This is an optimization exercise on Yosys and OpenROAD, whose aim is small area, a short achievable clock period and few clock cycles per item, not a production implementation.
Where RTL was checked, it was by simulation tests only, not by an equivalence proof against the original.
The RTL of runs 2 to 5 was laid out without a check of its function.
Power and IR drop assume default switching activity.

--- design/flow/config.mk ---
export PLATFORM = sky130hd
export DESIGN_NAME = Qarma64
export DESIGN_NICKNAME = Qarma64
export VERILOG_FILES = /design/flow/design.v
export SDC_FILE = /design/flow/constraint.sdc
export NUM_CORES = 4
export LEC_CHECK = 0
export CAP_MARGIN = 20
export CORE_MARGIN = 2
export CORE_UTILIZATION = 30
export SLEW_MARGIN = 20
--- design/flow/constraint.sdc ---
create_clock -name core_clock -period 5.5 [get_ports {clk}]
set_input_delay 1.1000 -clock core_clock [delete_from_list [all_inputs] [get_ports {clk}]]
set_output_delay 1.1000 -clock core_clock [all_outputs]
set_load 0.01 [all_outputs]
--- design/flow/design.v ---
module Qarma64(
    input clk,
    input reset_n,
    input [63:0] in,
    input [63:0] tweak,
    input [127:0] key,
    output [63:0] out,
    output ready);
  localparam STATE_BUSY = 0;
  localparam STATE_IDLE = 1;
  reg state;
  reg [16:0] round;
  reg [63:0] buf_tweak;
  reg [63:0] buf_out;
  reg [63:0] buf_in;
  assign out = buf_out;
  assign ready = state == STATE_IDLE;
  function [3:0] Sbox (input [3:0] x);
  begin
    Sbox = {
      ~((x[3] | ~x[0]) & ~(~(x[1] & x[3]) & x[2])),
      ((x[1] ^ x[0]) | (x[1] ^ x[3])) ^ x[1],
      ~(~(x[1] & ~x[2]) & ~((x[3] ^ x[0]) & ~(x[3] & x[2]))),
      ~((x[3] ^ x[1]) | ~(x[1] | x[2])) | ((x[0] ^ x[3]) & x[2])
    };
  end
  endfunction
  function [63:0] SubCells (input [63:0] buf_state);
    integer i;
  begin
    for (i = 0; i < 16; i = i + 1)
    begin
      SubCells[i*4+:4] = Sbox(buf_state[i*4+:4]);
    end
  end
  endfunction
  function [63:0] ShuffleCells (input [63:0] buf_state);
  begin
    ShuffleCells[63:60] = buf_state[63:60];
    ShuffleCells[59:56] = buf_state[19:16];
    ShuffleCells[55:52] = buf_state[39:36];
    ShuffleCells[51:48] = buf_state[11:8];
    ShuffleCells[47:44] = buf_state[23:20];
    ShuffleCells[43:40] = buf_state[59:56];
    ShuffleCells[39:36] = buf_state[15:12];
    ShuffleCells[35:32] = buf_state[35:32];
    ShuffleCells[31:28] = buf_state[43:40];
    ShuffleCells[27:24] = buf_state[7:4];
    ShuffleCells[23:20] = buf_state[51:48];
    ShuffleCells[19:16] = buf_state[31:28];
    ShuffleCells[15:12] = buf_state[3:0];
    ShuffleCells[11:8] = buf_state[47:44];
    ShuffleCells[7:4] = buf_state[27:24];
    ShuffleCells[3:0] = buf_state[55:52];
  end
  endfunction
  function [63:0] ShuffleCellsBackwards (input [63:0] buf_state);
  begin
    ShuffleCellsBackwards[63:60] = buf_state[63:60];
    ShuffleCellsBackwards[59:56] = buf_state[43:40];
    ShuffleCellsBackwards[55:52] = buf_state[3:0];
    ShuffleCellsBackwards[51:48] = buf_state[23:20];
    ShuffleCellsBackwards[47:44] = buf_state[11:8];
    ShuffleCellsBackwards[43:40] = buf_state[31:28];
    ShuffleCellsBackwards[39:36] = buf_state[55:52];
    ShuffleCellsBackwards[35:32] = buf_state[35:32];
    ShuffleCellsBackwards[31:28] = buf_state[19:16];
    ShuffleCellsBackwards[27:24] = buf_state[7:4];
    ShuffleCellsBackwards[23:20] = buf_state[47:44];
    ShuffleCellsBackwards[19:16] = buf_state[59:56];
    ShuffleCellsBackwards[15:12] = buf_state[39:36];
    ShuffleCellsBackwards[11:8] = buf_state[51:48];
    ShuffleCellsBackwards[7:4] = buf_state[27:24];
    ShuffleCellsBackwards[3:0] = buf_state[15:12];
  end 
  endfunction
  function [63:0] MixColumns (input [63:0] buf_state);
  begin
    MixColumns[3:0] = { buf_state[18:16], buf_state[19:19] } ^ { buf_state[33:32], buf_state[35:34] } ^ { buf_state[50:48], buf_state[51:51] };
    MixColumns[19:16] = { buf_state[2:0], buf_state[3:3] } ^ { buf_state[34:32], buf_state[35:35] } ^ { buf_state[49:48], buf_state[51:50] };
    MixColumns[35:32] = { buf_state[1:0], buf_state[3:2] } ^ { buf_state[18:16], buf_state[19:19] } ^ { buf_state[50:48], buf_state[51:51] };
    MixColumns[51:48] = { buf_state[2:0], buf_state[3:3] } ^ { buf_state[17:16], buf_state[19:18] } ^ { buf_state[34:32], buf_state[35:35] };
    MixColumns[7:4] = { buf_state[22:20], buf_state[23:23] } ^ { buf_state[37:36], buf_state[39:38] } ^ { buf_state[54:52], buf_state[55:55] };
    MixColumns[23:20] = { buf_state[6:4], buf_state[7:7] } ^ { buf_state[38:36], buf_state[39:39] } ^ { buf_state[53:52], buf_state[55:54] };
    MixColumns[39:36] = { buf_state[5:4], buf_state[7:6] } ^ { buf_state[22:20], buf_state[23:23] } ^ { buf_state[54:52], buf_state[55:55] };
    MixColumns[55:52] = { buf_state[6:4], buf_state[7:7] } ^ { buf_state[21:20], buf_state[23:22] } ^ { buf_state[38:36], buf_state[39:39] };
    MixColumns[11:8] = { buf_state[26:24], buf_state[27:27] } ^ { buf_state[41:40], buf_state[43:42] } ^ { buf_state[58:56], buf_state[59:59] };
    MixColumns[27:24] = { buf_state[10:8], buf_state[11:11] } ^ { buf_state[42:40], buf_state[43:43] } ^ { buf_state[57:56], buf_state[59:58] };
    MixColumns[43:40] = { buf_state[9:8], buf_state[11:10] } ^ { buf_state[26:24], buf_state[27:27] } ^ { buf_state[58:56], buf_state[59:59] };
    MixColumns[59:56] = { buf_state[10:8], buf_state[11:11] } ^ { buf_state[25:24], buf_state[27:26] } ^ { buf_state[42:40], buf_state[43:43] };
    MixColumns[15:12] = { buf_state[30:28], buf_state[31:31] } ^ { buf_state[45:44], buf_state[47:46] } ^ { buf_state[62:60], buf_state[63:63] };
    MixColumns[31:28] = { buf_state[14:12], buf_state[15:15] } ^ { buf_state[46:44], buf_state[47:47] } ^ { buf_state[61:60], buf_state[63:62] };
    MixColumns[47:44] = { buf_state[13:12], buf_state[15:14] } ^ { buf_state[30:28], buf_state[31:31] } ^ { buf_state[62:60], buf_state[63:63] };
    MixColumns[63:60] = { buf_state[14:12], buf_state[15:15] } ^ { buf_state[29:28], buf_state[31:30] } ^ { buf_state[46:44], buf_state[47:47] };
  end
  endfunction
  function [3:0] LfsrForward (input [3:0] nibble);
  begin
    LfsrForward = { nibble[0] ^ nibble[1], nibble[3], nibble[2], nibble[1] };
  end
  endfunction
  function [3:0] LfsrBackwards (input [3:0] nibble);
  begin
    LfsrBackwards = { nibble[2], nibble[1], nibble[0], nibble[0] ^ nibble[3] };
  end
  endfunction
  function [63:0] TweakForward (input [63:0] buf_state);
  begin
    TweakForward[47:44] = LfsrForward(buf_state[63:60]);
    TweakForward[43:40] = buf_state[59:56];
    TweakForward[39:36] = buf_state[55:52];
    TweakForward[35:32] = buf_state[51:48];
    TweakForward[19:16] = LfsrForward(buf_state[47:44]);
    TweakForward[59:56] = LfsrForward(buf_state[43:40]);
    TweakForward[63:60] = LfsrForward(buf_state[39:36]);
    TweakForward[31:28] = LfsrForward(buf_state[35:32]);
    TweakForward[15:12] = buf_state[31:28];
    TweakForward[11:8] = LfsrForward(buf_state[27:24]);
    TweakForward[7:4] = buf_state[23:20];
    TweakForward[3:0] = buf_state[19:16];
    TweakForward[27:24] = buf_state[15:12];
    TweakForward[23:20] = buf_state[11:8];
    TweakForward[55:52] = buf_state[7:4];
    TweakForward[51:48] = LfsrForward(buf_state[3:0]);
  end
  endfunction
  function [63:0] TweakBackwards (input [63:0] buf_state);
  begin
    TweakBackwards[63:60] = LfsrBackwards(buf_state[47:44]);
    TweakBackwards[59:56] = buf_state[43:40];
    TweakBackwards[55:52] = buf_state[39:36];
    TweakBackwards[51:48] = buf_state[35:32];
    TweakBackwards[47:44] = LfsrBackwards(buf_state[19:16]);
    TweakBackwards[43:40] = LfsrBackwards(buf_state[59:56]);
    TweakBackwards[39:36] = LfsrBackwards(buf_state[63:60]);
    TweakBackwards[35:32] = LfsrBackwards(buf_state[31:28]);
    TweakBackwards[31:28] = buf_state[15:12];
    TweakBackwards[27:24] = LfsrBackwards(buf_state[11:8]);
    TweakBackwards[23:20] = buf_state[7:4];
    TweakBackwards[19:16] = buf_state[3:0];
    TweakBackwards[15:12] = buf_state[27:24];
    TweakBackwards[11:8] = buf_state[23:20];
    TweakBackwards[7:4] = buf_state[55:52];
    TweakBackwards[3:0] = LfsrBackwards(buf_state[51:48]);
  end
  endfunction
  wire [63:0] shared_circuit_in;
  wire [63:0] shared_circuit;
  wire is_fwd;
  assign is_fwd = (tmp == 0);
  wire is_bwd;
  assign is_bwd = (tmp2 == 0);
  assign shared_circuit_in =
    is_fwd ? round_forward_step1 :      
    is_bwd ? round_inv_circuit_step0 :  
    buf_in;                             
  wire [63:0] shared_circuit_step0 = (is_fwd || round[8]) ? ShuffleCells(shared_circuit_in) : shared_circuit_in;
  wire [63:0] shared_circuit_step1 = MixColumns(shared_circuit_step0);
  wire [63:0] shared_circuit_step2 = round[8] ? (shared_circuit_step1 ^ k1) : shared_circuit_step1;
  assign shared_circuit = (is_bwd || round[8]) ? ShuffleCellsBackwards(shared_circuit_step2) : shared_circuit_step2;
  wire [63:0] round_forward_round_key = round[7] ? (buf_tweak ^ w1) : (k0 ^ round_key ^ buf_tweak);
  wire [63:0] round_forward_step1 = buf_in ^ round_forward_round_key;
  wire [63:0] round_forward_step2 = round[0] ? round_forward_step1 : shared_circuit;  
  wire [63:0] round_circuit;
  assign round_circuit = SubCells(round_forward_step2);  
  wire [63:0] round_reverse_round_key = round[9] ? (buf_tweak ^ w0) : (k1 ^ round_key ^ buf_tweak ^ 64'hC0AC29B7C97C50DD);
  wire [63:0] round_inv_circuit_step0 = SubCells(buf_in);  
  wire [63:0] round_inv_circuit_step1 = round[16] ? round_inv_circuit_step0 : shared_circuit;  
  wire [63:0] round_inv_circuit;
  assign round_inv_circuit = round_inv_circuit_step1 ^ round_reverse_round_key;
  wire [63:0] pseudo_reflect_circuit;
  assign pseudo_reflect_circuit = shared_circuit;  
  wire [63:0] tweak_circuit;
  assign tweak_circuit = TweakForward(buf_tweak);
  wire [63:0] tweak_inv_circuit;
  assign tweak_inv_circuit = TweakBackwards(buf_tweak);
  wire [63:0] w0;
  assign w0 = key[127:64];
  wire [63:0] w1;
  assign w1 = { key[64], key[127:66], key[65] ^ key[127] };  
  wire [63:0] k0;
  assign k0 = key[63:0];
  wire [63:0] k1;
  assign k1 = key[63:0];
  reg tmp;
  reg tmp2;
  wire [63:0] round_key;
  assign round_key =
    (round[1] || round[15]) ? 64'h13198A2E03707344 :
    (round[2] || round[14]) ? 64'hA4093822299F31D0 :
    (round[3] || round[13]) ? 64'h082EFA98EC4E6C89 :
    (round[4] || round[12]) ? 64'h452821E638D01377 :
    (round[5] || round[11]) ? 64'hBE5466CF34E90C6C :
    (round[6] || round[10]) ? 64'h3F84D5B5B5470917 :
    0;
  always @(posedge clk)
  begin
    if (!reset_n)
    begin
      state <= STATE_BUSY;
      buf_out <= 0;
      buf_tweak <= tweak;
      buf_in <= in ^ w0;
      round <= 1;
      tmp <= 0;
      tmp2 <= 1;
    end
    else
    begin
      case (state)
          STATE_BUSY:
          begin
              if (tmp == 0) begin
                if (!round[7])
                  buf_tweak <= tweak_circuit;
                buf_in <= round_circuit;
              end
              if (tmp2 == 0) begin
                buf_in <= round_inv_circuit;
                buf_tweak <= tweak_inv_circuit;
              end
              if (round[7]) begin
                tmp <= 1;
              end
              if (round[8]) begin
                buf_in <= pseudo_reflect_circuit;
                tmp2 <= 0;
              end
              if (round[16]) begin
                buf_out <= round_inv_circuit ^ w1;
                state <= STATE_IDLE;
              end
              round <= round << 1;
          end
      endcase
    end
  end
endmodule
--- design/flow/run.sh ---
#!/bin/bash
# synth_recipe.tcl (not shown) runs the flow's synth.tcl, then flattens the netlist and writes it again
# the make line also repeats each setting of config.mk as NAME=value (left out here)
make -C /OpenROAD-flow-scripts/flow DESIGN_CONFIG=/design/flow/config.mk WORK_HOME=/design/flow/orfs CLKGATE_MAP_FILE= SYNTH_SCRIPT=/design/flow/synth_recipe.tcl finish
==> out/qor.csv, run 1 <==
stage,metric,value,unit
clocking,cts.hold.buffers_added,0,
setup_path,worst_ep_required_time,5.88,ns
synth,synth_fa_ha_area_share,1.95,%
power_and_ir_drop,peakVddDrop,285,µV
placed_design,numPortBuffers,322,
sta,finalMaxSlewViolations,0,
synth,synth_top_family_by_area,compound AO/OA/AOI/OAI gates,
synth,syn_nets,4061,
setup_path,arrival,5.46,ns
die,fp.dieArea,101000,µm²
synth,synth.mux.area_fraction,6.65,%
layout,drive_above_1_share,15.4,%
clocking,cts.repair.resized,0,
synth,yosys.area.top_type_share,13.0,%
layout,final_cell_mix,"buf_4 (387), xnor2_1 (376), nor2_1 (346)",
die,die_w,318,µm
synth,syn_area,29500,µm²
power_and_ir_drop,leakage,14.3,nW
setup_path,reg2regPathDepth,17,
grt,antenna_found_initial,10,
setup_path,cp-end-kind,register,
die,ios,323,
sta,clock_skew,0.0221,ns
sta,period_minus_slack,5.08,ns
synth,postSynthCellCount,3767,
layout,seq_area,5550,µm²
sta,hold_violations,0,
synth,yosys.area.top_type,edfxtp_1,
grt,grt_first_pass_wirelength,253000,µm
outcome,status,no timing/DRC/antenna violations,
placed_design,dp_hpwl,149000,µm
synth,synth-simple-area-share,19.5,%
grt,grt_pass1_vias,31900,
synth,synth_compound_area_share,26.7,%
synth,synth-async-reset-ratio,0,%
clocking,cts_buffer_depth,3,
routing,drtPass1Iterations,6,
die,rows,115,
power_and_ir_drop,total_power,0.0245,W
synth,synth_xor_area_share,21.5,%
hold_path,hold_depth,2,
synth,yosysWarningCount,1,
routing,num_vias,34200,
synth,synth_cell_types,128,
setup_path,crit_fanout,16,
clocking,htree_levels,1,
clocking,cts_tree,built,
sta,fin_crit_sh,92.4,%
die,coreArea,98000,µm²
job,maxCapViolations,0,
setup_path,cp-start-kind,register,
layout,multi_input_area,22600,µm²
die,start_util,30.1,%
layout,area_delta_synth_final,26.9,%
clocking,cts_root_buffer,clkbuf_16,
sta,worst_pin_slew,1.23,ns
placed_design,gp_congestion,1.11,
sta,finalSetupTns,0,ns
sta,setup_viol,0,
sta,finalWorstSetupSlack,0.416,ns
routing,drc_errors,0,
synth,yosys_most_used_dff,edfxtp_1,
grt,grt_start_max_net_pins,78,
placed_design,dp_slack,0.143,ns
synth,synth_edf_count,128,
grt,track_usage,35.2,%
layout,fill_cells,10300,
sta,rsz0062_at_grt,false,
routing,avgViaCountPerCell,6.16,
routing,drt_wl_total,185000,µm
layout,mostFrequentLayoutCell,buf_4,
die,die_h,318,µm
synth,synthTopCellsByArea,"edfxtp_1 (13%), xnor2_1 (11%), xor2_1 (7.0%), dfxtp_1 (5.7%), mux2i_1 (5.1%)",
synth,ys_ff_latch,212,
hold_path,hold_path.class,reg2reg,
sta,slew_headroom,17.1,%
routing,detail-route-antenna-nets,0,
clocking,cts_buffers,31,
layout,nets,4525,
clocking,postCtsSetupBuffers,0,
clocking,worstSkewPairLatency,0.65,ns
grt,overflow,0,
routing,wl_per_cell,33.4,µm
power_and_ir_drop,power_density,654,nW/µm²
clocking,clock-sinks,212,
synth,yosysSeqAreaShare,18.7,%
sta,whs,0.452,ns
synth,syn_area_per_cell,7.84,µm²
clocking,clk_pin_slew,0.07,ns
routing,drt_iter0_drc,4441,
layout,final_util,38.2,%
sta,max_freq,197,MHz
setup_path,worstSetupPathType,reg2reg,
-- synthesized netlist by cell type (21+ instances only) --
cell / n
mux2i_1: 151
o211ai_1: 53
ha_1: 36
clkbuf_1: 208
dfxtp_1: 84
nor2_1: 350
o221ai_1: 28
o21ai_0: 212
edfxtp_1: 128
and2_1: 44
buf_1: 40
inv_1: 63
a21oi_1: 245
or3_1: 33
a221oi_1: 25
nand2_1: 337
a31oi_1: 34
o22ai_1: 30
xor2_1: 237
o31ai_1: 65
or2_2: 25
a21o_1: 25
xnor2_1: 376
nor2b_1: 68
nor3_1: 62
buf_2: 31
nand2b_1: 61
o21a_1: 24
and3_1: 22
nand3_1: 74
a211oi_1: 73
a211o_1: 21
-- state kept, by name (all words and copies together) (netlist names) --
signal and cells:
buf_in 64, buf_out 64, buf_tweak 64, round 17, state 1, tmp 1, tmp2 1
-- critical path, cell delays in order (launching register included) --
cell and delay [ns]:
dfxtp_1 0.48, or2_1 0.45, buf_12 0.24, a21oi_2 0.60, o211ai_2 0.20, xnor2_2 0.46, xor2_1 0.48, mux2i_1 0.26
xnor2_1 0.31, nand2_1 0.08, o21ai_0 0.24, inv_1 0.10, ha_1 0.32, inv_1 0.05, o21ai_0 0.15, o21ai_0 0.10
a21oi_1 0.18, a221oi_1 0.07
-- worst paths after layout --
path / start / to / slack, ns
hold reg to reg: buf_out[48] / buf_out[48] / 0.45
setup reg to reg: round[3] / buf_in[33] / 0.42
hold / removal: buf_out[48] / buf_out[48] / 0.45
setup / recovery: round[3] / buf_in[33] / 0.42
-- kinds of logic after synthesis --
kind of cell	after synthesis
muxes	182
adders and majority gates	48
xor gates and xnor gates	662
AOI/OAI and AO/OA	1121
and+or+nand+nor	1184
buffers and inverters	358
DFF	212
-- routing by layer --
layer / vias up / global-route usage [%] / share of wire [%]
li1: 14700 / - / -
met1: 16400 / 43.5 / 38
met2: 2473 / 52.4 / 41
met3: 605 / 9.86 / 12
met4: 10 / 25.5 / 9.0
met5: - / 0 / 0.036
-- through the flow --
stage	cell area [µm²]	std cells
after global placement	36400	5484
after detailed placement	36400	5485
final	37500	5549
after CTS	37500	5543
after floorplan	29500	3767
after global routing	37500	5544
-- power by group --
part	switching, W	leakage, nW	total (W)	internal, W
sequential	0.000744	2.02	0.00286	0.00212
clock	0.000959	0.505	0.00210	0.00114
combinational	0.0113	11.8	0.0196	0.00821
-- layout make-up --
class,instances,share of cell area (%)
well taps,1287,4.30
multi-input cells,3197,60.4
clock buffers,37,2.30
repair buffers,722,17.0
inverters,67,0.684
diodes,6,0.0401
flip-flops and latches,212,14.8
clock inverters,21,0.457
Testbench counts, summed over its fixed seeds: cycles 21,600, items 1,200.
==> run 2, diff against run 1 <==
--- a/design/flow/design.v
+++ b/design/flow/design.v
@@ -7,13 +7,4 @@
     output [63:0] out,
     output ready);
-  localparam STATE_BUSY = 0;
-  localparam STATE_IDLE = 1;
-  reg state;
-  reg [16:0] round;
-  reg [63:0] buf_tweak;
-  reg [63:0] buf_out;
-  reg [63:0] buf_in;
-  assign out = buf_out;
-  assign ready = state == STATE_IDLE;
   function [3:0] Sbox (input [3:0] x);
   begin
@@ -145,93 +136,79 @@
   end
   endfunction
-  wire [63:0] shared_circuit_in;
-  wire [63:0] shared_circuit;
-  wire is_fwd;
-  assign is_fwd = (tmp == 0);
-  wire is_bwd;
-  assign is_bwd = (tmp2 == 0);
-  assign shared_circuit_in =
-    is_fwd ? round_forward_step1 :      
-    is_bwd ? round_inv_circuit_step0 :  
-    buf_in;                             
-  wire [63:0] shared_circuit_step0 = (is_fwd || round[8]) ? ShuffleCells(shared_circuit_in) : shared_circuit_in;
-  wire [63:0] shared_circuit_step1 = MixColumns(shared_circuit_step0);
-  wire [63:0] shared_circuit_step2 = round[8] ? (shared_circuit_step1 ^ k1) : shared_circuit_step1;
-  assign shared_circuit = (is_bwd || round[8]) ? ShuffleCellsBackwards(shared_circuit_step2) : shared_circuit_step2;
-  wire [63:0] round_forward_round_key = round[7] ? (buf_tweak ^ w1) : (k0 ^ round_key ^ buf_tweak);
-  wire [63:0] round_forward_step1 = buf_in ^ round_forward_round_key;
-  wire [63:0] round_forward_step2 = round[0] ? round_forward_step1 : shared_circuit;  
-  wire [63:0] round_circuit;
-  assign round_circuit = SubCells(round_forward_step2);  
-  wire [63:0] round_reverse_round_key = round[9] ? (buf_tweak ^ w0) : (k1 ^ round_key ^ buf_tweak ^ 64'hC0AC29B7C97C50DD);
-  wire [63:0] round_inv_circuit_step0 = SubCells(buf_in);  
-  wire [63:0] round_inv_circuit_step1 = round[16] ? round_inv_circuit_step0 : shared_circuit;  
-  wire [63:0] round_inv_circuit;
-  assign round_inv_circuit = round_inv_circuit_step1 ^ round_reverse_round_key;
-  wire [63:0] pseudo_reflect_circuit;
-  assign pseudo_reflect_circuit = shared_circuit;  
-  wire [63:0] tweak_circuit;
-  assign tweak_circuit = TweakForward(buf_tweak);
-  wire [63:0] tweak_inv_circuit;
-  assign tweak_inv_circuit = TweakBackwards(buf_tweak);
-  wire [63:0] w0;
-  assign w0 = key[127:64];
-  wire [63:0] w1;
-  assign w1 = { key[64], key[127:66], key[65] ^ key[127] };  
-  wire [63:0] k0;
-  assign k0 = key[63:0];
-  wire [63:0] k1;
-  assign k1 = key[63:0];
-  reg tmp;
-  reg tmp2;
-  wire [63:0] round_key;
-  assign round_key =
-    (round[1] || round[15]) ? 64'h13198A2E03707344 :
-    (round[2] || round[14]) ? 64'hA4093822299F31D0 :
-    (round[3] || round[13]) ? 64'h082EFA98EC4E6C89 :
-    (round[4] || round[12]) ? 64'h452821E638D01377 :
-    (round[5] || round[11]) ? 64'hBE5466CF34E90C6C :
-    (round[6] || round[10]) ? 64'h3F84D5B5B5470917 :
-    0;
+  localparam [63:0] ALPHA = 64'hC0AC29B7C97C50DD;
+  function [63:0] RC (input [3:0] i);
+  begin
+    case (i)
+      4'd1: RC = 64'h13198A2E03707344;
+      4'd2: RC = 64'hA4093822299F31D0;
+      4'd3: RC = 64'h082EFA98EC4E6C89;
+      4'd4: RC = 64'h452821E638D01377;
+      4'd5: RC = 64'hBE5466CF34E90C6C;
+      4'd6: RC = 64'h3F84D5B5B5470917;
+      default: RC = 64'h0;
+    endcase
+  end
+  endfunction
+  wire [63:0] w0 = key[127:64];
+  wire [63:0] w1 = { key[64], key[127:66], key[65] ^ key[127] };
+  wire [63:0] k0 = key[63:0];
+  wire [63:0] tk0 = ShuffleCells(k0);
+  wire [63:0] tw0 = ShuffleCells(w0);
+  wire [63:0] tw1 = ShuffleCells(w1);
+  reg [63:0] R;      
+  reg [63:0] T;      
+  reg [4:0] ctr;     
+  reg rdy;
+  assign out = ShuffleCellsBackwards(T);
+  assign ready = rdy;
+  wire load = !reset_n;
+  wire [63:0] t_fwd = ShuffleCells(TweakForward(ShuffleCellsBackwards(T)));
+  wire [63:0] t_bwd = ShuffleCells(TweakBackwards(ShuffleCellsBackwards(T)));
+  wire e_fwd   = (ctr >= 5'd1) && (ctr <= 5'd6);
+  wire e7      = (ctr == 5'd7);
+  wire e9      = (ctr == 5'd9);
+  wire e10     = (ctr == 5'd10);
+  wire e_bwd   = (ctr >= 5'd11) && (ctr <= 5'd16);
+  wire e16     = (ctr == 5'd16);
+  wire p_tau   = (ctr >= 5'd1) && (ctr <= 5'd8);
+  wire p_taui  = (ctr >= 5'd9) && (ctr <= 5'd15);
+  wire [63:0] c_post = ShuffleCells(RC(ctr[3:0]));             
+  wire [63:0] c_pre  = ShuffleCells(RC(5'd17 - ctr) ^ ALPHA);   
+  wire [63:0] kpre =
+      e9    ? k0 :
+      e10   ? (tw0 ^ t_fwd) :
+      e_bwd ? (tk0 ^ c_pre ^ t_fwd) :
+      64'h0;
+  wire [63:0] kpost =
+      e_fwd ? (tk0 ^ c_post ^ T) :
+      e7    ? (tw1 ^ T) :
+      e16   ? (tk0 ^ tw1 ^ ShuffleCells(ALPHA) ^ T) :
+      64'h0;
+  wire [63:0] a = R ^ kpre;
+  wire [63:0] b = p_tau ? ShuffleCells(a) : p_taui ? ShuffleCellsBackwards(a) : a;
+  wire [63:0] s = SubCells(b);
+  wire [63:0] x = s ^ kpost;
+  wire [63:0] m = MixColumns(x);
   always @(posedge clk)
   begin
-    if (!reset_n)
+    if (load)
     begin
-      state <= STATE_BUSY;
-      buf_out <= 0;
-      buf_tweak <= tweak;
-      buf_in <= in ^ w0;
-      round <= 1;
-      tmp <= 0;
-      tmp2 <= 1;
+      R <= in ^ w0 ^ k0 ^ tweak;
+      T <= ShuffleCells(TweakForward(tweak));
+      ctr <= 5'd1;
+      rdy <= 1'b0;
     end
-    else
+    else if (!rdy)
     begin
-      case (state)
-          STATE_BUSY:
-          begin
-              if (tmp == 0) begin
-                if (!round[7])
-                  buf_tweak <= tweak_circuit;
-                buf_in <= round_circuit;
-              end
-              if (tmp2 == 0) begin
-                buf_in <= round_inv_circuit;
-                buf_tweak <= tweak_inv_circuit;
-              end
-              if (round[7]) begin
-                tmp <= 1;
-              end
-              if (round[8]) begin
-                buf_in <= pseudo_reflect_circuit;
-                tmp2 <= 0;
-              end
-              if (round[16]) begin
-                buf_out <= round_inv_circuit ^ w1;
-                state <= STATE_IDLE;
-              end
-              round <= round << 1;
-          end
-      endcase
+      R <= m;
+      if (e16)
+        T <= x;
+      else if (e_fwd || ctr == 5'd8)
+        T <= t_fwd;
+      else
+        T <= t_bwd;
+      ctr <= ctr + 5'd1;
+      if (e16)
+        rdy <= 1'b1;
     end
   end
==> run 2 against run 1 <==
Compared with the run above:
- sequential power down 12%
- worst hold slack better by 0.16 ns
- largest cell class unchanged
- critical path depth decreased by 2
- power decreased by 23%
- routed wire length decreased by 24%
- via count fell by 25%
==> out/qor.csv, run 2 <==
stage,metric,value,unit,change
clocking,worstSkewPairLatency,0.53,ns,-0.12 ns
layout,reg_top3,"R (64), T (64), ctr (5)",,
sta,finalWorstSetupSlack,0.138,ns,-0.279 ns
sta,worst_pin_slew,1.23,ns,-0.00421 ns
synth,yosys_most_used_dff,edfxtp_1,,
sta,rsz0062_at_grt,false,,
layout,final_util,38.9,%,+0.64 points
placed_design,dp_slack,-0.108,ns,-0.250 ns
synth,ys_ff_latch,134,,-37%
grt,grt_start_max_net_pins,71,,-9.0%
placed_design,numPortBuffers,322,,unchanged
synth,yosys.area.top_type,xnor2_1,,
power_and_ir_drop,peakVddDrop,469,µV,+64%
layout,final_cell_mix,"xnor2_1 (483), clkdlybuf4s50_1 (321), buf_4 (297)",,
die,coreArea,74400,µm²,-24%
power_and_ir_drop,power_density,651,nW/µm²,-0.46%
routing,wl_per_cell,33.6,µm,+0.50%
synth,synth_fa_ha_area_share,2.04,%,+0.091 points
synth,synth_cell_types,112,,-13%
synth,yosysWarningCount,1,,unchanged
setup_path,worstSetupPathType,reg2reg,,
sta,hold_violations,0,,unchanged
job,maxCapViolations,0,,unchanged
synth,synth_top_family_by_area,XOR/XNOR gates,,
clocking,cts_buffers,17,,-45%
sta,setup_viol,0,,unchanged
clocking,cts_tree,built,,
clocking,clk_pin_slew,0.08,ns,about the same
grt,use_met3,7.22,%,-2.6 points
synth,synth_compound_area_share,21.6,%,-5.1 points
grt,antenna_found_initial,5,,-5
synth,synthTopCellsByArea,"xnor2_1 (19%), edfxtp_1 (17%), xor2_1 (9.8%), nand2_1 (4.5%), a21oi_1 (3.3%)",,
layout,drive_above_1_share,13.6,%,-1.7 points
die,start_util,30.3,%,+0.19 points
sta,fin_crit_sh,97.5,%,+5.1 points
power_and_ir_drop,leakage,11.2,nW,-22%
grt,grt_pass1_vias,23300,,-27%
clocking,cts.hold.buffers_added,0,,unchanged
setup_path,cp-end-kind,register,,
synth,synth_xor_area_share,32.7,%,+11 points
clocking,cts.repair.resized,0,,unchanged
setup_path,arrival,5.63,ns,+0.17 ns
sta,finalMaxSlewViolations,0,,unchanged
grt,grt_first_pass_wirelength,191000,µm,-24%
synth,yosysMostFrequentCell,xnor2_1,,
routing,drt_iter0_drc,4389,,-1.2%
synth,synth.mux.area_fraction,2.21,%,-4.4 points
routing,avgViaCountPerCell,6.09,,-1.0%
grt,overflow,0,,unchanged
setup_path,worst_ep_required_time,5.77,ns,-0.11 ns
layout,mostFrequentLayoutCell,xnor2_1,,
synth,postSynthCellCount,2872,,-24%
synth,synth-async-reset-ratio,0,%,unchanged
clocking,clock-sinks,134,,-37%
clocking,cts_root_buffer,clkbuf_16,,
die,die_h,278,µm,-12%
grt,use_met1,47.4,%,+4.0 points
routing,num_vias,25700,,-25%
layout,design_area,29000,µm²,-23%
power_and_ir_drop,total_power,0.0189,W,-23%
layout,area_delta_synth_final,28.2,%,
synth,synthTopCellsByCount,"xnor2_1 (483), nand2_1 (268), xor2_1 (253), nor2_1 (192), clkbuf_1 (190)",,
routing,drtPass1Iterations,6,,unchanged
hold_path,hold_path.class,reg2reg,,
layout,nets,3524,,-22%
sta,period_minus_slack,5.36,ns,+0.279 ns
synth,yosysSeqAreaShare,17.6,%,-1.2 points
die,die_w,278,µm,-12%
routing,detail-route-antenna-nets,0,,unchanged
clocking,postCtsSetupBuffers,0,,unchanged
clocking,cts_buffer_depth,2,,-1
placed_design,dp_hpwl,114000,µm,-23%
sta,slew_headroom,17.1,%,about the same
setup_path,crit_fanout,7,,-9
placed_design,place_area,28400,µm²,-22%
grt,track_usage,35.6,%,+0.36 points
die,rows,100,,-13%
synth,yosys.area.top_type_share,18.7,%,+5.7 points
synth,syn_nets,3162,,-22%
routing,drt_wl_total,142000,µm,-24%
outcome,status,no timing/DRC/antenna violations,,
synth,syn_area_per_cell,7.86,µm²,+0.27%
clocking,htree_levels,4,,+3
grt,grt-busiest-layer,met2,,
synth,synth_edf_count,128,,unchanged
routing,drc_errors,0,,unchanged
synth,syn_area,22600,µm²,-24%
setup_path,cp-start-kind,register,,
grt,grt_use_met2,51.7,%,-0.74 points
synth,synth-simple-area-share,17.6,%,-2.0 points
layout,instances_no_fill,4219,,-24%
placed_design,place_inst,4184,,-24%
placed_design,gp_congestion,1.08,,-2.6%
die,fp.dieArea,77500,µm²,-23%
sta,max_freq,186,MHz,-5.2%
sta,clock_skew,0.0232,ns,+0.00109 ns
die,ios,323,,unchanged
-- run 2: layer usage --
layer	vias up	share of wire, %
met1	12500	40
met5	-	0.012
li1	10800	-
met2	1997	41
met3	424	11
met4	2	8.1
-- run 2: logic make-up after synthesis --
| logic type | count (synthesis) |
|---|---|
| buffers and inverters | 360 |
| multiplexers | 47 |
| adder cells (fa/ha/maj) | 38 |
| AO/OA/AOI/OAI | 706 |
| flip-flops | 134 |
| XOR/XNOR | 780 |
| AND/OR/NAND/NOR | 807 |
-- run 2: worst paths after layout --
check,startpoint,endpoint,slack (ns),cells after the start
worst max-delay path,ctr[1],R[53],0.14,15
worst min-delay path,ctr[1],ctr[1],0.61,2
worst max register to register,ctr[1],R[53],0.14,15
worst min register to register,ctr[1],ctr[1],0.61,2
-- run 2: area by class of cell --
class / instances / area [µm²]
Timing Repair Buffer: 627 / 5610
Fill cell: 7655 / 45500
Tap cell: 969 / 1210
Clock inverter: 15 / 163
Multi-Input combinational cell: 2378 / 17300
Sequential cell: 134 / 3970
Inverter: 76 / 285
Clock buffer: 17 / 425
Antenna cell: 3 / 7.51
-- run 2: worst max-delay path, stage by stage (launching register included) --
cell	delay, ns
dfxtp_1	0.44
inv_1	0.12
ha_1	0.42
nor3_1	0.67
o31ai_1	0.17
a221o_1	0.39
and4_1	0.18
nor3_1	0.46
buf_4	0.22
a222oi_1	0.12
ha_1	0.36
or4_4	0.55
a22oi_4	0.15
xor2_2	0.18
xnor3_1	0.40
mux2_2	0.26
-- run 2: metrics by stage --
step / setup TNS [ns] / hold slack, ns
detailed placement: -0.161 / 0.603
global placement: -0.406 / 0.588
global route: 0 / 0.655
floorplan: 0 / 0.559
CTS: 0 / 0.612
finish: 0 / 0.613
-- run 2: where the power goes --
group | switching (W) | total [W] | internal, W
clock network | 0.000655 | 0.00130 | 0.000642
registers | 0.000763 | 0.00253 | 0.00176
logic | 0.00811 | 0.0150 | 0.00692
total | 0.00953 | 0.0189 | 0.00932
==> run 3, diff against run 2 <==
--- a/design/flow/design.v
+++ b/design/flow/design.v
@@ -158,6 +158,17 @@
   reg [63:0] R;      
   reg [63:0] T;      
-  reg [4:0] ctr;     
+  reg [16:1] st;     
   reg rdy;
+  reg f_pre_k9;      
+  reg f_pre_w;       
+  reg f_pre_k;       
+  reg f_pre_t;       
+  reg f_post_k;      
+  reg f_post_w;      
+  reg f_post_t;      
+  reg f_tau;         
+  reg f_taui;        
+  reg f_tfwd;        
+  reg f_last;        
   assign out = ShuffleCellsBackwards(T);
   assign ready = rdy;
@@ -165,51 +176,61 @@
   wire [63:0] t_fwd = ShuffleCells(TweakForward(ShuffleCellsBackwards(T)));
   wire [63:0] t_bwd = ShuffleCells(TweakBackwards(ShuffleCellsBackwards(T)));
-  wire e_fwd   = (ctr >= 5'd1) && (ctr <= 5'd6);
-  wire e7      = (ctr == 5'd7);
-  wire e9      = (ctr == 5'd9);
-  wire e10     = (ctr == 5'd10);
-  wire e_bwd   = (ctr >= 5'd11) && (ctr <= 5'd16);
-  wire e16     = (ctr == 5'd16);
-  wire p_tau   = (ctr >= 5'd1) && (ctr <= 5'd8);
-  wire p_taui  = (ctr >= 5'd9) && (ctr <= 5'd15);
-  wire [63:0] c_post = ShuffleCells(RC(ctr[3:0]));             
-  wire [63:0] c_pre  = ShuffleCells(RC(5'd17 - ctr) ^ ALPHA);   
+  wire [63:0] c_pre =     
+      ({64{st[11]}} & ShuffleCells(RC(4'd6) ^ ALPHA)) |
+      ({64{st[12]}} & ShuffleCells(RC(4'd5) ^ ALPHA)) |
+      ({64{st[13]}} & ShuffleCells(RC(4'd4) ^ ALPHA)) |
+      ({64{st[14]}} & ShuffleCells(RC(4'd3) ^ ALPHA)) |
+      ({64{st[15]}} & ShuffleCells(RC(4'd2) ^ ALPHA)) |
+      ({64{st[16]}} & ShuffleCells(RC(4'd1) ^ ALPHA));
+  wire [63:0] c_post =    
+      ({64{st[1]}} & ShuffleCells(RC(4'd1))) |
+      ({64{st[2]}} & ShuffleCells(RC(4'd2))) |
+      ({64{st[3]}} & ShuffleCells(RC(4'd3))) |
+      ({64{st[4]}} & ShuffleCells(RC(4'd4))) |
+      ({64{st[5]}} & ShuffleCells(RC(4'd5))) |
+      ({64{st[6]}} & ShuffleCells(RC(4'd6))) |
+      ({64{st[16]}} & ShuffleCells(ALPHA));
   wire [63:0] kpre =
-      e9    ? k0 :
-      e10   ? (tw0 ^ t_fwd) :
-      e_bwd ? (tk0 ^ c_pre ^ t_fwd) :
-      64'h0;
+      ({64{f_pre_k9}} & k0) ^ ({64{f_pre_w}} & tw0) ^ ({64{f_pre_k}} & tk0) ^
+      ({64{f_pre_t}} & t_fwd) ^ c_pre;
   wire [63:0] kpost =
-      e_fwd ? (tk0 ^ c_post ^ T) :
-      e7    ? (tw1 ^ T) :
-      e16   ? (tk0 ^ tw1 ^ ShuffleCells(ALPHA) ^ T) :
-      64'h0;
+      ({64{f_post_k}} & tk0) ^ ({64{f_post_w}} & tw1) ^
+      ({64{f_post_t}} & T) ^ c_post;
   wire [63:0] a = R ^ kpre;
-  wire [63:0] b = p_tau ? ShuffleCells(a) : p_taui ? ShuffleCellsBackwards(a) : a;
+  wire [63:0] b = f_tau ? ShuffleCells(a) : f_taui ? ShuffleCellsBackwards(a) : a;
   wire [63:0] s = SubCells(b);
   wire [63:0] x = s ^ kpost;
   wire [63:0] m = MixColumns(x);
+  wire [16:1] st_n = load ? 16'd1 : {st[15:1], 1'b0};
   always @(posedge clk)
   begin
     if (load)
-    begin
       R <= in ^ w0 ^ k0 ^ tweak;
+    else
+      R <= m;
+    if (load)
       T <= ShuffleCells(TweakForward(tweak));
-      ctr <= 5'd1;
+    else if (f_last)
+      T <= x;
+    else if (f_tfwd)
+      T <= t_fwd;
+    else if (!rdy)
+      T <= t_bwd;
+    if (load)
       rdy <= 1'b0;
-    end
-    else if (!rdy)
-    begin
-      R <= m;
-      if (e16)
-        T <= x;
-      else if (e_fwd || ctr == 5'd8)
-        T <= t_fwd;
-      else
-        T <= t_bwd;
-      ctr <= ctr + 5'd1;
-      if (e16)
-        rdy <= 1'b1;
-    end
+    else if (f_last)
+      rdy <= 1'b1;
+    st       <= st_n;
+    f_pre_k9 <= st_n[9];
+    f_pre_w  <= st_n[10];
+    f_pre_k  <= |st_n[16:11];
+    f_pre_t  <= |st_n[16:10];
+    f_post_k <= (|st_n[6:1]) | st_n[16];
+    f_post_w <= st_n[7] | st_n[16];
+    f_post_t <= (|st_n[7:1]) | st_n[16];
+    f_tau    <= |st_n[8:1];
+    f_taui   <= |st_n[15:9];
+    f_tfwd   <= (|st_n[6:1]) | st_n[8];
+    f_last   <= st_n[16];
   end
 endmodule
--- a/design/flow/config.mk
+++ b/design/flow/config.mk
@@ -6,6 +6,8 @@
 export NUM_CORES = 4
 export LEC_CHECK = 0
+export ABC_CLOCK_PERIOD_IN_PS = 2500
 export CAP_MARGIN = 20
 export CORE_MARGIN = 2
 export CORE_UTILIZATION = 30
+export SETUP_SLACK_MARGIN = 2.8
 export SLEW_MARGIN = 20
==> run 3 against run 2 <==
Compared with the run above:
- die area shrank 13%
- worst hold slack lost 0.16 ns
- utilization grew 11 points
- routed wire length shrank 14%
- setup slack gained 1.7 ns
- design area grew 11%
- synthesized area shrank 14%
- clock skew shrank 0.0083 ns
- final cell count shrank 5.6%
==> out/qor.csv, run 3 <==
stage,metric,value,unit,change
layout,final_cell_mix,"nand2_1 (502), xnor2_1 (321), buf_4 (293)",,
clocking,cts_buffers,17,,unchanged
synth,synth_top_family_by_area,XOR/XNOR gates,,
placed_design,dp_hpwl,85200,µm,-26%
layout,reg_top3,"R (64), T (64), st (16)",,
routing,drt_wl_total,121000,µm,-14%
synth,syn_area,19500,µm²,-14%
layout,drive_above_1_share,36.2,%,+23 points
die,rows,93,,-7.0%
synth,postSynthCellCount,2453,,-15%
setup_path,crit_fanout,3,,-4
sta,finalMaxSlewViolations,0,,unchanged
power_and_ir_drop,combPwrFrac,84.2,%,+4.5 points
setup_path,rr_endpoint,T[12],,
sta,slew_headroom,21.8,%,+4.7 points
sta,rsz0062_at_grt,true,,
synth,synth_cell_types,73,,-35%
sta,worst_pin_slew,1.17,ns,-0.0586 ns
synth,yosysSeqAreaShare,19.0,%,+1.4 points
setup_path,crit_path_end,T[12],,
synth,yosys.area.top_type_share,19.6,%,+0.84 points
setup_path,arrival,3.90,ns,-1.73 ns
layout,seq_area,3750,µm²,-5.4%
synth,yosysMostFrequentCell,nand2_1,,
power_and_ir_drop,peakVddDrop,347,µV,-26%
layout,multi_input_area,19000,µm²,+10%
synth,syn_area_per_cell,7.96,µm²,+1.2%
sta,finalSetupTns,0,ns,unchanged
routing,drt_iter0_drc,3376,,-23%
setup_path,cp-start-kind,input port,,
setup_path,timing.rr.start,st[11],,
clocking,cts_buffer_depth,2,,unchanged
power_and_ir_drop,power_density,608,nW/µm²,-6.6%
grt,overflow,0,,unchanged
die,coreArea,64300,µm²,-14%
layout,area_delta_synth_final,64.7,%,
power_and_ir_drop,leakage,13.6,nW,+22%
synth,synth-async-reset-ratio,0,%,unchanged
grt,grt_start_max_net_pins,146,,+110%
grt,grt_first_pass_wirelength,161000,µm,-16%
hold_path,hp-start,st[7],,
clocking,worstSkewPairLatency,0.52,ns,about the same
setup_path,reg2regPathDepth,16,,+1
synth,yosys.area.top_type,xnor2_1,,
power_and_ir_drop,p_int,0.0104,W,+12%
layout,fill_cells,5893,,-23%
clocking,clk_pin_slew,0.08,ns,about the same
sta,clock_skew,0.0149,ns,-0.00832 ns
clocking,cts_tree,built,,
sta,max_freq,274,MHz,+47%
clocking,cts_root_buffer,clkbuf_16,,
setup_path,worstSetupPathType,in2reg,,
hold_path,hold_path.class,reg2reg,,
routing,detail-route-antenna-nets,0,,unchanged
setup_path,critPathMaxStageDelay,0.43,ns,-0.24 ns
power_and_ir_drop,swShare,46.6,%,-3.9 points
setup_path,worst_ep_required_time,5.75,ns,-0.02 ns
outcome,status,no timing/DRC/antenna violations,,
die,start_util,30.3,%,about the same
grt,antenna_found_initial,12,,+7
grt,grt_pass1_vias,20900,,-10%
die,die_w,259,µm,-6.9%
routing,wl_per_cell,30.4,µm,-9.4%
synth,synth_compound_area_share,10.6,%,-11 points
sta,hold_violations,0,,unchanged
setup_path,cp_cell_sequence,clkdlybuf4s15_1 -> nand2_1 -> xnor2_2 -> xnor2_2 -> a222oi_1 -> buf_4 -> inv_2 -> ha_4 -> inv_2 -> a221oi_4 -> xnor2_4 -> buf_6 -> buf_6 -> a21oi_4 -> a21oi_2,,
synth,synth.mux.area_fraction,2.50,%,+0.30 points
layout,nets,3389,,-3.8%
grt,track_usage,34.4,%,-1.2 points
setup_path,cp-end-kind,register,,
routing,drc_errors,0,,unchanged
die,ios,323,,unchanged
placed_design,gp_congestion,1.04,,-4.1%
routing,drtPass1Iterations,8,,+2
die,die_h,259,µm,-6.9%
setup_path,r2r_slack,1.87,ns,+1.73 ns
die,fp.dieArea,67100,µm²,-13%
synth,synth_edf_count,64,,-50%
layout,design_area,32100,µm²,+11%
power_and_ir_drop,clockPowerShare,6.3,%,-0.6 points
synth,synth_fa_ha_area_share,1.88,%,-0.16 points
synth,syn_nets,2729,,-14%
clocking,clock-sinks,153,,+14%
synth,ys_ff_latch,153,,+14%
sta,whs,0.451,ns,-0.162 ns
sta,setup_viol,0,,unchanged
power_and_ir_drop,p_sw,0.00911,W,-4.4%
sta,fin_crit_sh,66.3,%,-31 points
routing,num_vias,22600,,-12%
clocking,cts.hold.buffers_added,0,,unchanged
setup_path,critPathLaunch,key[79],,
placed_design,numPortBuffers,322,,unchanged
sta,period_minus_slack,3.65,ns,-1.72 ns
clocking,htree_levels,4,,unchanged
routing,avgViaCountPerCell,5.66,,-7.1%
placed_design,place_area,25000,µm²,-12%
synth,yosysWarningCount,1,,unchanged
layout,mostFrequentLayoutCell,nand2_1,,
synth,yosys_most_used_dff,dfxtp_1,,
power_and_ir_drop,seqPwrFrac,9.4,%,-4.0 points
synth,synth-simple-area-share,19.3,%,+1.7 points
setup_path,crit_path_top_delay_cell,a221oi_4,,
synth,synthTopCellsByArea,"xnor2_1 (20%), xor2_1 (12%), nand2_1 (11%), edfxtp_1 (9.8%), dfxtp_1 (9.1%)",,
job,maxCapViolations,0,,unchanged
synth,synthTopCellsByCount,"nand2_1 (568), xnor2_1 (436), xor2_1 (278), nor2_1 (146), a21oi_1 (108)",,
synth,synth_xor_area_share,42.5,%,+9.8 points
run 3: changes by cell type after synthesis, sizes merged, moves of 37 or more:
| cell | delta |
|---|---|
| xnor2 | -50 |
| nand2 | +299 |
| xnor3 | +52 |
| o21ai | -79 |
| a21oi | -41 |
| nand3 | -37 |
| dfxtp | +83 |
| o22ai | -52 |
| clkbuf | -93 |
| edfxtp | -64 |
| buf | -47 |
| nor2 | -47 |
run 3: power by group through the flow:
stage | clock, W | combinational (W) | sequential (W)
floorplan | 0 | 0.00673 | 0.00176
global placement | 0 | 0.0101 | 0.00193
detailed placement | 0 | 0.0101 | 0.00193
CTS | 0.00123 | 0.0140 | 0.00181
global route | 0.00126 | 0.0168 | 0.00186
finish | 0.00123 | 0.0165 | 0.00185
run 3: logic make-up (layout without fill, tap and decap cells):
logic type / after synthesis / in the layout
fa+ha+maj: 32 / 32
compound gates: 323 / 323
xor+xnor: 806 / 806
flops: 153 / 153
buf+inv: 203 / 876
other cells: 0 / 3
mux: 48 / 48
simple gates: 888 / 888
run 3: critical path: cells and delay by family:
kind                     cells  cell delay [ns]
adder cells (fa/ha/maj)      1             0.25
AO/OA/AOI/OAI                4             1.03
XOR/XNOR                     3             0.56
buffers and inverters        6             0.82
AND/OR/NAND/NOR              1             0.13
run 3: worst min path at each step:
stage | endpoint | slack (ns) | cells after the start
finish | f_tfwd | 0.45 | 1
global placement | f_tfwd | 0.43 | 1
global route | f_tfwd | 0.46 | 1
detailed placement | f_tfwd | 0.42 | 1
CTS | f_tfwd | 0.45 | 1
floorplan | f_tfwd | 0.41 | 1
run 3: area by class of cell:
type,instances,area share [%]
clock inverters,15,0.370
inverters,59,0.689
diodes,3,0.0234
multi-input cells,2097,59.3
repair buffers,785,23.3
clock buffers,17,1.32
well taps,855,3.33
flip-flops and latches,153,11.7
run 3: timing repair:
item | 4_1_cts | 5_1_grt
setup endpoints to repair | 240 | 135
pin swaps | 222 | 243
gates resized for setup | 736 | 370
cloned | 1 | 5
setup buffers | 272 | 107
run 3: metal layers:
layer / global-route usage, % / share of wire, % / routed length, µm / vias up
li1: - / - / - / 9371
met1: 42.3 / 35 / 41900 / 10800
met2: 50.8 / 42 / 50900 / 1883
met3: 9.43 / 14 / 16400 / 528
met4: 26.9 / 9.8 / 11900 / 14
met5: 0 / 0.072 / 87 / -
run 3: through the flow:
step	std cells	utilization [%]	power [W]	worst slack, ns
final	3984	49.9	0.0195	1.85
after floorplan	2453	-	0.00849	1.11
after CTS	3869	46.5	0.0171	1.81
after global routing	3982	49.9	0.0199	1.76
after global placement	3564	38.9	0.0120	0.435
after detailed placement	3564	38.9	0.0120	0.440
==> run 4, diff against run 3 <==
--- a/design/flow/config.mk
+++ b/design/flow/config.mk
@@ -6,8 +6,8 @@
 export NUM_CORES = 4
 export LEC_CHECK = 0
-export ABC_CLOCK_PERIOD_IN_PS = 2500
+export ABC_CLOCK_PERIOD_IN_PS = 1800
 export CAP_MARGIN = 20
 export CORE_MARGIN = 2
 export CORE_UTILIZATION = 30
-export SETUP_SLACK_MARGIN = 2.8
+export SETUP_SLACK_MARGIN = 3.4
 export SLEW_MARGIN = 20
==> run 4 against run 3 <==
Compared with the run above:
- final cell count rose by 2.4%
- largest power group unchanged
- critical path type is now reg2reg
- setup slack got worse by 0.036 ns
- combinational power rose by 4%
==> out/qor.csv, run 4 <==
stage,metric,value,unit,change
sta,finalSetupTns,0,ns,unchanged
die,die_w,259,µm,unchanged
synth,syn_nets,2729,,unchanged
synth,yosys_most_used_dff,dfxtp_1,,
sta,slew_headroom,20.5,%,-1.3 points
synth,synth_cell_types,73,,unchanged
synth,synth-async-reset-ratio,0,%,unchanged
power_and_ir_drop,power_density,604,nW/µm²,-0.68%
grt,grt_start_max_net_pins,146,,unchanged
sta,finalMaxSlewViolations,0,,unchanged
layout,reg_top3,"R (64), T (64), st (16)",,
layout,drive_above_1_share,40.4,%,+4.1 points
sta,worst_pin_slew,1.19,ns,+0.0168 ns
synth,syn_area_per_cell,7.96,µm²,unchanged
sta,clock_skew,0.0202,ns,+0.00529 ns
routing,detail-route-antenna-nets,0,,unchanged
routing,drt_wl_total,125000,µm,+3.3%
die,fp.dieArea,67100,µm²,unchanged
synth,yosysMostFrequentCell,nand2_1,,
sta,max_freq,272,MHz,-0.97%
die,ios,323,,unchanged
grt,grt_pass1_vias,21500,,+2.9%
grt,use_met3,12.1,%,+2.7 points
clocking,cts_buffer_depth,2,,unchanged
die,start_util,30.3,%,unchanged
synth,syn_area,19500,µm²,unchanged
setup_path,cp-end-kind,register,,
hold_path,hold_path.class,reg2reg,,
grt,overflow,0,,unchanged
sta,fin_crit_sh,67.0,%,+0.65 points
sta,rsz0062_at_grt,true,,
placed_design,dp_hpwl,85200,µm,unchanged
routing,num_vias,23200,,+2.8%
clocking,cts_root_buffer,clkbuf_16,,
synth,synthTopCellsByCount,"nand2_1 (568), xnor2_1 (436), xor2_1 (278), nor2_1 (146), a21oi_1 (108)",,
synth,yosysWarningCount,1,,unchanged
setup_path,arrival,4.05,ns,+0.15 ns
clocking,clock-sinks,153,,unchanged
setup_path,critPathLaunch,st[11],,
clocking,clk_pin_slew,0.07,ns,about the same
setup_path,worst_ep_required_time,5.87,ns,+0.12 ns
clocking,worstSkewPairLatency,0.52,ns,about the same
sta,period_minus_slack,3.68,ns,+0.0356 ns
hold_path,hp-start,st[7],,
placed_design,gp_congestion,1.04,,unchanged
outcome,status,no timing/DRC/antenna violations,,
die,coreArea,64300,µm²,unchanged
layout,area_delta_synth_final,71.6,%,
die,rows,93,,unchanged
routing,wl_per_cell,30.7,µm,+0.95%
synth,synthTopCellsByArea,"xnor2_1 (20%), xor2_1 (12%), nand2_1 (11%), edfxtp_1 (9.8%), dfxtp_1 (9.1%)",,
power_and_ir_drop,leakage,14.3,nW,+4.6%
power_and_ir_drop,peakVddDrop,357,µV,+3.1%
clocking,cts_tree,built,,
synth,yosys.area.top_type,xnor2_1,,
grt,antenna_found_initial,13,,+1
layout,final_cell_mix,"nand2_1 (500), xnor2_1 (320), buf_4 (308)",,
routing,drtPass1Iterations,7,,-1
routing,drc_errors,0,,unchanged
layout,mostFrequentLayoutCell,nand2_1,,
synth,yosysSeqAreaShare,19.0,%,unchanged
layout,nets,3479,,+2.7%
sta,setup_viol,0,,unchanged
synth,synth_edf_count,64,,unchanged
setup_path,crit_fanout,3,,unchanged
grt,grt-busiest-layer,met2,,
routing,avgViaCountPerCell,5.69,,+0.42%
sta,whs,0.451,ns,+0.000266 ns
clocking,htree_levels,4,,unchanged
grt,track_usage,35.2,%,+0.75 points
job,maxCapViolations,0,,unchanged
clocking,cts_buffers,17,,unchanged
grt,grt_first_pass_wirelength,164000,µm,+2.0%
grt,use_met1,42.0,%,-0.32 points
synth,ys_ff_latch,153,,unchanged
synth,postSynthCellCount,2453,,unchanged
placed_design,numPortBuffers,322,,unchanged
sta,hold_violations,0,,unchanged
clocking,cts.hold.buffers_added,0,,unchanged
synth,yosys.area.top_type_share,19.6,%,unchanged
setup_path,timing.rr.start,st[11],,
grt,grt_use_met2,51.6,%,+0.81 points
setup_path,cp-start-kind,register,,
setup_path,worstSetupPathType,reg2reg,,
routing,drt_iter0_drc,3513,,+4.1%
die,die_h,259,µm,unchanged
## run 4: cell counts after synthesis
Identical to the previous run, type by type.
## run 4: final cells by class
| class | count | area, µm² |
|---|---|---|
| Antenna cell | 7 | 17.5 |
| Clock buffer | 17 | 425 |
| Clock inverter | 15 | 119 |
| Fill cell | 5653 | 30900 |
| Inverter | 59 | 224 |
| Multi-Input combinational cell | 2097 | 19200 |
| Sequential cell | 153 | 3760 |
| Tap cell | 855 | 1070 |
| Timing Repair Buffer | 875 | 8720 |
## run 4: per-stage QoR
stage	total power (W)	utilization [%]	cells	area, µm²	setup slack (ns)
after floorplan	0.00849	-	2453	20600	1.11
after global placement	0.0120	38.9	3564	25000	0.435
after detailed placement	0.0120	38.9	3564	25000	0.440
after CTS	0.0172	47.8	3936	30700	1.81
after global routing	0.0205	52.0	4072	33500	1.70
final	0.0202	52.0	4078	33500	1.82
## run 4: cell families after synthesis
group                      Yosys count  synth area share [%]
and+or+nand+nor                    888                  19.3
xor gates and xnor gates           806                  42.5
AOI/OAI and AO/OA                  323                  10.6
buffers and inverters              203                  4.24
DFF                                153                  19.0
muxes                               48                  2.50
adders and majority gates           32                  1.88
## run 4: critical path, cell delays in order (launching register included)
cell	delay [ns]
dfxtp_4	0.36
buf_8	0.12
buf_12	0.12
nor4_4	0.30
buf_4	0.19
xor2_1	0.16
xnor3_2	0.50
nand2_1	0.09
and3_4	0.21
ha_4	0.21
a22oi_2	0.27
xnor2_4	0.22
xor3_2	0.42
xnor2_2	0.28
a21oi_1	0.10
## run 4: power breakdown
part | leakage, nW | internal [W] | switching [W]
clock | 0.259 | 0.000585 | 0.000650
combinational | 12.5 | 0.00868 | 0.00847
sequential | 1.45 | 0.00155 | 0.000294
## run 4: worst paths after layout
check                               to  slack (ns)  cells past startpoint
worst min-delay path            f_tfwd        0.45                      1
worst min register to register  f_tfwd        0.45                      1
worst max-delay path             R[38]        1.82                     14
worst max register to register   R[38]        1.82                     14
## run 4: layer usage
layer,routed length [µm],up-vias
li1,-,9538
met1,42100,11000
met2,51700,2063
met3,18600,612
met4,12700,12
met5,69,-
## run 4: repair_timing
action	4_1_cts	5_1_grt
pin swaps	222	251
gates cloned	1	7
gates resized for setup	1015	456
endpoints found under the setup margin	259	246
buffers inserted	339	128
==> run 5, diff against run 4 <==
--- a/design/flow/design.v
+++ b/design/flow/design.v
@@ -163,5 +163,4 @@
   reg f_pre_w;       
   reg f_pre_k;       
-  reg f_pre_t;       
   reg f_post_k;      
   reg f_post_w;      
@@ -171,4 +170,5 @@
   reg f_tfwd;        
   reg f_last;        
+  reg f_g;           
   assign out = ShuffleCellsBackwards(T);
   assign ready = rdy;
@@ -176,11 +176,11 @@
   wire [63:0] t_fwd = ShuffleCells(TweakForward(ShuffleCellsBackwards(T)));
   wire [63:0] t_bwd = ShuffleCells(TweakBackwards(ShuffleCellsBackwards(T)));
-  wire [63:0] c_pre =     
-      ({64{st[11]}} & ShuffleCells(RC(4'd6) ^ ALPHA)) |
-      ({64{st[12]}} & ShuffleCells(RC(4'd5) ^ ALPHA)) |
-      ({64{st[13]}} & ShuffleCells(RC(4'd4) ^ ALPHA)) |
-      ({64{st[14]}} & ShuffleCells(RC(4'd3) ^ ALPHA)) |
-      ({64{st[15]}} & ShuffleCells(RC(4'd2) ^ ALPHA)) |
-      ({64{st[16]}} & ShuffleCells(RC(4'd1) ^ ALPHA));
+  wire [63:0] c_g =       
+      ({64{st[10]}} & ShuffleCells(RC(4'd6) ^ ALPHA)) |
+      ({64{st[11]}} & ShuffleCells(RC(4'd5) ^ ALPHA)) |
+      ({64{st[12]}} & ShuffleCells(RC(4'd4) ^ ALPHA)) |
+      ({64{st[13]}} & ShuffleCells(RC(4'd3) ^ ALPHA)) |
+      ({64{st[14]}} & ShuffleCells(RC(4'd2) ^ ALPHA)) |
+      ({64{st[15]}} & ShuffleCells(RC(4'd1) ^ ALPHA));
   wire [63:0] c_post =    
       ({64{st[1]}} & ShuffleCells(RC(4'd1))) |
@@ -192,19 +192,19 @@
       ({64{st[16]}} & ShuffleCells(ALPHA));
   wire [63:0] kpre =
-      ({64{f_pre_k9}} & k0) ^ ({64{f_pre_w}} & tw0) ^ ({64{f_pre_k}} & tk0) ^
-      ({64{f_pre_t}} & t_fwd) ^ c_pre;
+      ({64{f_pre_k9}} & k0) | ({64{f_pre_w}} & tw0) | ({64{f_pre_k}} & tk0);
   wire [63:0] kpost =
       ({64{f_post_k}} & tk0) ^ ({64{f_post_w}} & tw1) ^
       ({64{f_post_t}} & T) ^ c_post;
+  wire [63:0] g = ({64{f_g}} & T) ^ c_g;
   wire [63:0] a = R ^ kpre;
   wire [63:0] b = f_tau ? ShuffleCells(a) : f_taui ? ShuffleCellsBackwards(a) : a;
   wire [63:0] s = SubCells(b);
   wire [63:0] x = s ^ kpost;
-  wire [63:0] m = MixColumns(x);
+  wire [63:0] m = MixColumns(x) ^ g;
   wire [16:1] st_n = load ? 16'd1 : {st[15:1], 1'b0};
   always @(posedge clk)
   begin
     if (load)
-      R <= in ^ w0 ^ k0 ^ tweak;
+      R <= ShuffleCells(in ^ tweak ^ w0);
     else
       R <= m;
@@ -224,13 +224,13 @@
     f_pre_k9 <= st_n[9];
     f_pre_w  <= st_n[10];
-    f_pre_k  <= |st_n[16:11];
-    f_pre_t  <= |st_n[16:10];
+    f_pre_k  <= st_n[1] | (|st_n[16:11]);
     f_post_k <= (|st_n[6:1]) | st_n[16];
     f_post_w <= st_n[7] | st_n[16];
     f_post_t <= (|st_n[7:1]) | st_n[16];
-    f_tau    <= |st_n[8:1];
+    f_tau    <= |st_n[8:2];
     f_taui   <= |st_n[15:9];
     f_tfwd   <= (|st_n[6:1]) | st_n[8];
     f_last   <= st_n[16];
+    f_g      <= |st_n[15:9];
   end
 endmodule
==> design/flow/config.mk (replaced) <==
export PLATFORM = sky130hd
export DESIGN_NAME = Qarma64
export DESIGN_NICKNAME = Qarma64
export VERILOG_FILES = /design/flow/design.v
export SDC_FILE = /design/flow/constraint.sdc
export NUM_CORES = 4
export LEC_CHECK = 0
export ABC_AREA = 1
export ABC_CLOCK_PERIOD_IN_PS = 2800
export CAP_MARGIN = 20
export CORE_MARGIN = 2
export CORE_UTILIZATION = 45
export SETUP_SLACK_MARGIN = 2.6
export SLEW_MARGIN = 20
==> run 5 against run 4 <==
Compared with the run above:
- still clean on timing, DRC and antenna
- clock power grew 9%
- clock skew down 0.00056 ns
- routed wire length grew 1.6%
- global-route usage grew 17 points
- critical path depth decreased by 2
- critical path type unchanged
- critical endpoint is now R[28]
==> out/qor.csv, run 5 <==
stage,metric,value,unit,change
outcome,status,no timing/DRC/antenna violations,,
synth,synth-async-reset-ratio,0,%,unchanged
die,fp.dieArea,45900,µm²,-32%
synth,ys_ff_latch,152,,-0.65%
placed_design,gp_congestion,1.10,,+6.4%
layout,instances_no_fill,4365,,+7.0%
setup_path,cp_common_cell,nand2_1,,
sta,hold_violations,0,,unchanged
routing,drc_errors,0,,unchanged
routing,wl_per_cell,29.2,µm,-5.1%
layout,nets,4030,,+16%
synth,yosysWarningCount,1,,unchanged
power_and_ir_drop,peakVddDrop,329,µV,-7.9%
synth,yosys.area.top_type_share,28.0,%,+8.4 points
setup_path,path_buf_inv,2,,-1
synth,synth_edf_count,64,,unchanged
grt,grt_start_max_net_pins,82,,-44%
clocking,cts_tree,built,,
die,ios,323,,unchanged
power_and_ir_drop,clockPowerShare,9.0,%,+2.9 points
setup_path,cp-start-kind,register,,
setup_path,critPathMaxStageDelay,0.68,ns,+0.18 ns
sta,finalSetupTns,0,ns,unchanged
synth,yosysMostFrequentCell,nand2_1,,
layout,area_delta_synth_final,42.7,%,
placed_design,numPortBuffers,322,,unchanged
setup_path,worst_ep_required_time,5.96,ns,+0.09 ns
layout,mostFrequentLayoutCell,nand2_1,,
layout,final_cell_mix,"nand2_1 (1268), nand3_1 (244), xor2_1 (242)",,
power_and_ir_drop,power_density,522,nW/µm²,-14%
setup_path,arrival,3.45,ns,-0.60 ns
sta,max_freq,334,MHz,+23%
placed_design,place_inst,4187,,+17%
setup_path,worstSetupPathType,reg2reg,,
routing,avgViaCountPerCell,6.21,,+9.3%
die,rows,77,,-17%
setup_path,reg2regPathDepth,12,,-2
routing,drtPass1Iterations,7,,unchanged
die,coreArea,43900,µm²,-32%
synth,synthTopCellsByArea,"nand2_1 (28%), xor2_1 (13%), edfxtp_1 (9.7%), nand3_1 (9.0%), dfxtp_1 (8.9%)",,
grt,track_usage,52.2,%,+17 points
clocking,cts_buffer_depth,2,,unchanged
grt,grt_first_pass_wirelength,171000,µm,+3.9%
clocking,worstSkewPairLatency,0.53,ns,about the same
power_and_ir_drop,leakage,13.7,nW,-4.2%
power_and_ir_drop,p_sw,0.00852,W,-9.5%
sta,rsz0062_at_grt,true,,
setup_path,crit_fanout,19,,+16
synth,yosysSeqAreaShare,18.5,%,-0.47 points
grt,grt_pass1_vias,24200,,+13%
power_and_ir_drop,p_int,0.00629,W,-42%
sta,fin_crit_sh,54.5,%,-12 points
synth,syn_area,19900,µm²,+2.0%
routing,drt_wl_total,127000,µm,+1.6%
grt,use_met1,62.6,%,+21 points
power_and_ir_drop,combPwrFrac,76.8,%,-8.0 points
synth,synth_cell_types,41,,-44%
grt,antenna_found_initial,11,,-2
synth,syn_area_per_cell,5.91,µm²,-26%
setup_path,cp_cell_sequence,buf_4 -> nand2_1 -> xnor2_1 -> xor2_1 -> inv_1 -> nand2_1 -> nand2_1 -> nand2_1 -> nand2_1 -> nand2_1 -> nand3_2 -> nand2_1,,
synth,syn_nets,3649,,+34%
die,die_w,214,µm,-17%
setup_path,cp-end-kind,register,,
clocking,clk_pin_slew,0.08,ns,about the same
sta,worst_pin_slew,1.14,ns,-0.0455 ns
hold_path,hp-start,st[8],,
sta,setup_viol,0,,unchanged
placed_design,dp_hpwl,93900,µm,+10%
power_and_ir_drop,total_power,0.0148,W,-27%
layout,reg_top3,"R (64), T (64), st (16)",,
clocking,cts_root_buffer,clkbuf_16,,
grt,grt_use_met2,72.9,%,+21 points
clocking,cts_buffers,17,,unchanged
sta,period_minus_slack,3.00,ns,-0.685 ns
synth,yosys_most_used_dff,dfxtp_1,,
layout,drive_above_1_share,24.9,%,-15 points
clocking,clock-sinks,152,,-0.65%
synth,yosys.area.top_type,nand2_1,,
synth,synthTopCellsByCount,"nand2_1 (1485), nand3_1 (357), xor2_1 (288), inv_1 (258), xnor2_1 (170)",,
sta,whs,0.502,ns,+0.0510 ns
power_and_ir_drop,swShare,57.5,%,+11 points
sta,finalWorstSetupSlack,2.50,ns,+0.685 ns
die,start_util,45.3,%,+15 points
setup_path,timing.rr.start,f_post_w,,
routing,num_vias,27100,,+17%
sta,finalMaxSlewViolations,0,,unchanged
setup_path,critPathLaunch,f_post_w,,
sta,slew_headroom,23.5,%,+3.0 points
sta,clock_skew,0.0196,ns,-0.000556 ns
clocking,htree_levels,4,,unchanged
layout,fill_cells,3988,,-29%
setup_path,crit_path_top_delay_cell,dfxtp_4,,
grt,grt-busiest-layer,met2,,
hold_path,hold_path.class,reg2reg,,
grt,use_met3,20.2,%,+8.1 points
setup_path,worst_path_dominant_cell_family,simple AND/OR/NAND/NOR gates,,
placed_design,dp_slack,1.14,ns,+0.699 ns
routing,detail-route-antenna-nets,0,,unchanged
setup_path,path_depth,12,,-2
hold_path,hold_depth,2,,+1
grt,overflow,0,,unchanged
synth,postSynthCellCount,3367,,+37%
routing,drt_iter0_drc,4305,,+23%
job,maxCapViolations,0,,unchanged
die,die_h,214,µm,-17%
power_and_ir_drop,seqPwrFrac,14.2,%,+5.1 points
[run 5: changes by cell type after synthesis, moves of 35 or more]
cell	change
o21ai_0	+113
xnor2_1	-266
xnor3_1	-73
or2_2	+36
a21oi_1	-71
clkbuf_1	-43
inv_1	+201
mux2i_1	-42
nand2_1	+917
nand3_1	+336
nor3_1	-35
a211oi_1	-49
nor2_1	-68
[run 5: layout make-up]
class / instances / area (µm²) / share of cell area, %
multi-input combinational: 2821 / 17800 / 62.5
timing repair buffer: 490 / 4520 / 15.9
sequential: 152 / 3720 / 13.1
inverter: 266 / 1020 / 3.59
tap: 592 / 741 / 2.61
clock buffer: 18 / 450 / 1.59
clock inverter: 14 / 168 / 0.590
antenna: 12 / 30.0 / 0.106
[run 5: worst reg2reg max path, delay by kind of cell (launching register included)]
kind | cells | cell delay [ns]
DFF | 1 | 0.68
xor gates and xnor gates | 2 | 0.83
buffers and inverters | 2 | 0.41
and+or+nand+nor | 8 | 1.03
[run 5: metal layers]
layer,up-vias,wire length (µm)
li1,11400,-
met3,683,20000
met2,2609,49800
met5,-,13
met4,2,14200
met1,12500,43300
[run 5: final timing paths]
| kind | to | slack [ns] |
|---|---|---|
| setup reg to reg | R[28] | 2.50 |
| setup / recovery | R[28] | 2.50 |
| hold reg to reg | st[9] | 0.50 |
| hold / removal | st[9] | 0.50 |
[run 5: repair_timing]
action	4_1_cts	5_1_grt
cloned	2	3
setup endpoints to repair	130	115
hold buffers	0	0
resized for setup	568	494
setup buffers	71	58
pin swaps	136	236
[run 5: kinds of logic after synthesis]
logic type,count (synthesis),synth area share (%)
and+or+nand+nor,2058,43.3
xor gates and xnor gates,467,21.0
buffers and inverters,396,8.41
AOI/OAI and AO/OA,270,7.26
DFF,152,18.5
adders and majority gates,24,1.51
[run 5: power groups by stage]
| stage | clock [W] | combinational, W | sequential, W |
|---|---|---|---|
| floorplan | 0 | 0.00523 | 0.00174 |
| global placement | 0 | 0.00769 | 0.00198 |
| detailed placement | 0 | 0.00784 | 0.00198 |
| CTS | 0.00133 | 0.00944 | 0.00200 |
| global route | 0.00136 | 0.0120 | 0.00207 |
| finish | 0.00134 | 0.0114 | 0.00210 |
[run 5: per-stage QoR]
| step | area [µm²] | util [%] |
|---|---|---|
| 2_1_floorplan | 20000 | - |
| 3_3_place_gp | 23600 | 53.7 |
| 6_report | 28400 | 64.6 |
| 4_1_cts | 26500 | 60.4 |
| 5_1_grt | 28400 | 64.6 |
| 3_5_place_dp | 23600 | 53.7 |
